Source: an optimization exercise on an open RTL-to-GDS flow (aim: small area, a short achievable clock period and few clock cycles per item). Production flows keep margins and buffers that such runs may drop.
At most, simulation tests tie the RTL to the original design; equivalence was not proved.

==> v21: inputs <==
Design geofence, start of the top module:
module geofence (clk,reset,X,Y,valid,is_inside);
input           clk;
input           reset;
input   [9:0]   X;
input   [9:0]   Y;
output          valid;
output          is_inside;
reg  [4:0]  cnt;
reg         ph0, ph2, in_vtx, st7, st9;
reg         valid_r;
reg  [9:0]  ox, oy;
reg  signed [10:0] rx [0:6];
reg  signed [10:0] ry [0:6];
reg         nzr;               
reg         rg [0:6];          
reg         rl [0:6];          
reg  [2:0]  rk [0:6];
reg         pl [1:6][0:5];     
reg         pe [1:6][0:5];     
reg  signed [10:0] sx, sy, hx, hy;
reg         bxp, bxn, byp, byn;    
reg         pr;                
integer i, j, k;
function automatic [10:0] sub10(input [9:0] a, input [9:0] b);
    reg [9:0] g, p, nb;
    integer q, d;
    begin
        nb = ~b;
        g = a & nb;
        p = a | nb;
        for (d = 1; d < 10; d = d * 2)
            for (q = 9; q >= d; q = q - 1) begin
                g[q] = g[q] | (p[q] & g[q-d]);
                p[q] = p[q] & p[q-d];
            end
        sub10 = {~(g[9] | p[9]), (a ^ nb) ^ {g[8:0] | p[8:0], 1'b1}};
    end
endfunction
function automatic [1:0] cmp11(input [10:0] a, input [10:0] b);
    reg [10:0] ua, ub, g, p;
    integer q, d;
    begin
        ua = {~a[10], a[9:0]};
        ub = {~b[10], b[9:0]};
        g = ub & ~ua;
        p = ub | ~ua;
        for (d = 1; d < 11; d = d * 2)
            for (q = 10; q >= d; q = q - 1) begin
  ...
==> flow/config.mk <==
export PLATFORM = sky130hd
export DESIGN_NAME = geofence
export DESIGN_NICKNAME = geofence
export VERILOG_FILES = /design/flow/design.v
export SDC_FILE = /design/flow/constraint.sdc
export NUM_CORES = 4
export LEC_CHECK = 0
export ABC_AREA = 0
export CAP_MARGIN = 20
export CORE_MARGIN = 2
export CORE_UTILIZATION = 70
export CTS_CLUSTER_DIAMETER = 90
export CTS_CLUSTER_SIZE = 26
export PLACE_DENSITY = 0.85
export SETUP_SLACK_MARGIN = 5.0
export SLEW_MARGIN = 20
export SYNTH_HIERARCHICAL = 1
export SYNTH_MINIMUM_KEEP_SIZE = 0
==> flow/constraint.sdc <==
create_clock -name core_clock -period 8.0 [get_ports {clk}]
set_input_delay 1.6000 -clock core_clock [delete_from_list [all_inputs] [get_ports {clk}]]
set_output_delay 1.6000 -clock core_clock [all_outputs]
set_load 0.01 [all_outputs]
run.sh (not shown) runs the stock make flow with config.mk's settings and CLKGATE_MAP_FILE= SYNTH_SCRIPT=/design/flow/synth_recipe.tcl, a recipe that flattens the netlist after the stock synthesis.
==> v10 (differences from v21) <==
--- a/flow/design.v
+++ b/flow/design.v
@@ -3,26 +3,25 @@
 input           clk;
 input           reset;
 input   [9:0]   X;
 input   [9:0]   Y;
 output          valid;
 output          is_inside;
 reg  [4:0]  cnt;
-reg         ph0, ph2, in_vtx, st7, st9;
-reg         valid_r;
+reg         ph0, ph2, in_vtx, st8, st9, chk, last;
 reg  [9:0]  ox, oy;
 reg  signed [10:0] rx [0:6];
 reg  signed [10:0] ry [0:6];
 reg         nzr;               
 reg         rg [0:6];          
 reg         rl [0:6];          
 reg  [2:0]  rk [0:6];
 reg         pl [1:6][0:5];     
 reg         pe [1:6][0:5];     
-reg  signed [10:0] sx, sy, hx, hy;
+reg  signed [10:0] sx, sy;
 reg         bxp, bxn, byp, byn;    
 reg         pr;                
 integer i, j, k;
 function automatic [10:0] sub10(input [9:0] a, input [9:0] b);
     reg [9:0] g, p, nb;
     integer q, d;
     begin
@@ -73,17 +72,17 @@
         ry[i] <= ry[i-1];
     end
 end
 reg first;
 always @(posedge clk) begin
     if (in_vtx) begin
         bxp <= (bxp || first) && !nx[10];
-        bxn <= (bxn || first) && (nx[10] || X == ox);
+        bxn <= (bxn || first) && (nx[10] || nx == 11'd0);
         byp <= (byp || first) && !ny[10];
-        byn <= (byn || first) && (ny[10] || Y == oy);
+        byn <= (byn || first) && (ny[10] || ny == 11'd0);
     end
 end
 reg  [1:0] cx [1:6];
 reg  [1:0] cy [1:6];
 reg        newl, ng;
 reg        gn [0:6];           
 always @(*) begin
@@ -172,15 +171,15 @@
     nsy = 11'sd0;
     for (i = 0; i < 7; i = i + 1)
         if (sel[i]) begin
             nsx = nsx | rx[i];
             nsy = nsy | ry[i];
         end
 end
-wire [10:0] a1 = sx, b1 = hy, a2 = sy, b2 = hx;
+wire [10:0] a1 = sx, b1 = ry[0], a2 = sy, b2 = rx[0];
 wire [80:0] mid;
 reg  [80:0] midr;
 wire [21:0] ca, cb;
 wire p1 = ~(a1[0] & b1[0]);
 wire p2 = ~(a1[0] & b1[1]);
 wire p3 = ~(a1[0] & b1[2]);
 wire p4 = ~(a1[0] & b1[3]);
@@ -931,16 +930,14 @@
 wire s748, c749;
 fadd us748 (.a(c687), .b(s689), .c(i747), .s(s748), .co(c749));
 assign ca = {c690, c746, c743, c740, c737, c734, c731, c728, c725, c722, c719, c716, c713, c710, c707, c704, c701, c698, c695, c692, s691, midr[0]};
 assign cb = {c749, s748, s745, s742, s739, s736, s733, s730, s727, s724, s721, s718, s715, s712, s709, s706, s703, s700, s697, s694, 1'b1, ~midr[1]};
 always @(posedge clk) begin
     sx <= nsx;
     sy <= nsy;
-    hx <= rx[6];
-    hy <= ry[6];
     midr <= mid;
 end
 reg  [20:0] tg, tp;
 integer q, d;
 always @(*) begin
     tg = ca[20:0] & cb[20:0];
     tp = ca[20:0] | cb[20:0];
@@ -949,43 +946,43 @@
             tg[q] = tg[q] | (tp[q] & tg[q-d]);
             tp[q] = tp[q] & tp[q-d];
         end
 end
 wire c20 = tg[19] | (tp[19] & tg[15]);
 wire c21 = tg[20] | (tp[20] & c20);
 wire pass = !(ca[21] ^ cb[21] ^ c21);
-wire boxout = (bxp && !nx[10]) || (bxn && (nx[10] || X == ox)) ||
-              (byp && !ny[10]) || (byn && (ny[10] || Y == oy));
-wire [4:0] cnt_n = valid_r ? 5'd0 : cnt + 5'd1;
-wire chk_n  = cnt_n >= 5'd12 && cnt_n <= 5'd18;
-wire last_n = cnt_n == 5'd18;
+wire boxout = bxp || bxn || byp || byn;
+wire done = last || (chk && !pr) || (st8 && boxout);
+wire [4:0] cnt_n = done ? 5'd0 : cnt + 5'd1;
 always @(posedge clk) begin
-    pr <= pass && !st7;
+    pr <= pass;
     if (reset) begin
         cnt <= 5'd0;
-        valid_r <= 1'b0;
         ph0 <= 1'b1;
         first <= 1'b0;
         ph2 <= 1'b0;
         in_vtx <= 1'b0;
-        st7 <= 1'b0;
+        st8 <= 1'b0;
         st9 <= 1'b0;
+        chk <= 1'b0;
+        last <= 1'b0;
     end else begin
         cnt <= cnt_n;
-        valid_r <= last_n || (chk_n && !pass) || (st7 && boxout);
         ph0 <= cnt_n == 5'd0;
         first <= cnt_n == 5'd1;
         ph2 <= cnt_n == 5'd2;
         in_vtx <= cnt_n >= 5'd1 && cnt_n <= 5'd7;
-        st7 <= cnt_n == 5'd7;
+        st8 <= cnt_n == 5'd8;
         st9 <= cnt_n == 5'd9;
+        chk <= cnt_n >= 5'd12 && cnt_n <= 5'd18;
+        last <= cnt_n == 5'd18;
     end
 end
-assign valid = valid_r;
-assign is_inside = pr;
+assign valid = done;
+assign is_inside = pr && !st8;
 endmodule
 module fadd (a, b, c, s, co);
 input  a, b, c;
 output s, co;
 assign s = a ^ b ^ c;
 assign co = (a & b) | (c & (a ^ b));
 endmodule
Settings changed: ABC_AREA 0 to 1, CTS_CLUSTER_DIAMETER 90 to not set, CTS_CLUSTER_SIZE 26 to not set, SETUP_SLACK_MARGIN 5.0 to 4.7.
==> v35 (differences from v21) <==
Settings changed: ABC_AREA 0 to 1.
==> reports/qor.yml <==
outcome: "finished clean"
min_period_over_period_pct: 37.9
pre_cts_slack_ns: 4.19
synthCells: 2649
critPathSlowestCell: "dfxtp_2"
worstMarginPinSlew_ns: 0.869
clock_buffers: 23
gp_congestion: 0.979
[end of results for v35]
==> reports/qor.yml <==
synthCells: 2061
worstMarginPinSlew_ns: 0.988
outcome: "finished clean"
slew_viol_final: 0
wl_met2_mm: 27.7
gp_congestion: 0.980
synth.distinct_cells: 85
clock_buffers: 25
multi_input_area_um2: 12300
synth-xor-area-share_pct: 1.25
critPathKind: "in -> reg"
min_period_over_period_pct: 42.8
[end of results for v21]
==> reports/qor.yml <==
outcome: "finished clean"
pre_cts_slack_ns: 4.20
synthCells: 2601
worstMarginPinSlew_ns: 1.07
clock_buffers: 49
overflow: 0
critPathKind: "reg -> out"
rsz0062_at_grt: "no"
regMostFlops: "midr"
gp_congestion: 0.940
dp.cells: 2944
grt_usage_pct: 35.7
[end of results for v10]
Testbench counts of v21, summed over its fixed seeds: cycles 32,845, items 2,400.
Testbench counts of v35, summed over its fixed seeds: cycles 32,845, items 2,400.
Function not checked in v10: the RTL went through the layout flow alone.

static timing again, ports no longer ideal:
The flow's constraints put no driver on any port. The routed layouts listed below were extracted and timed again, unchanged, in two steps.
Step 1: set_driving_cell puts a clkbuf_16 on clk and a buf_2 on each other input, an assumption about the parent block.
Step 2 adds t to the input delays and takes it off the output delays; t is the mean of the earliest and latest rising clock arrival at the registers after step 1. Input paths then give back, and output paths get back, about the clock's delay inside the block.
Three values: ideal ports, drivers, drivers and shift; two values: the first two.
run | shift t [ns] | slack for setup (ns) | worst setup path after step 2 | worst register clock-pin slew, ns | worst slew at a driven data input, ns
v21 | 0.579 | 4.576 / 4.566 / 3.986 | input to register | 0.11 / 0.11 | 0.07
v10 | 0.592 | 4.689 / 4.633 / 4.240 | input to register | 0.07 / 0.07 | 0.04
v35 | 0.591 | 4.967 / 4.967 / 4.560 | input to register | 0.10 / 0.10 | 0.04
After both steps setup and hold are still met in every run listed. The setup slack of v21, which loses most, moves by -0.010 ns with the drivers and by -0.590 ns with both steps.
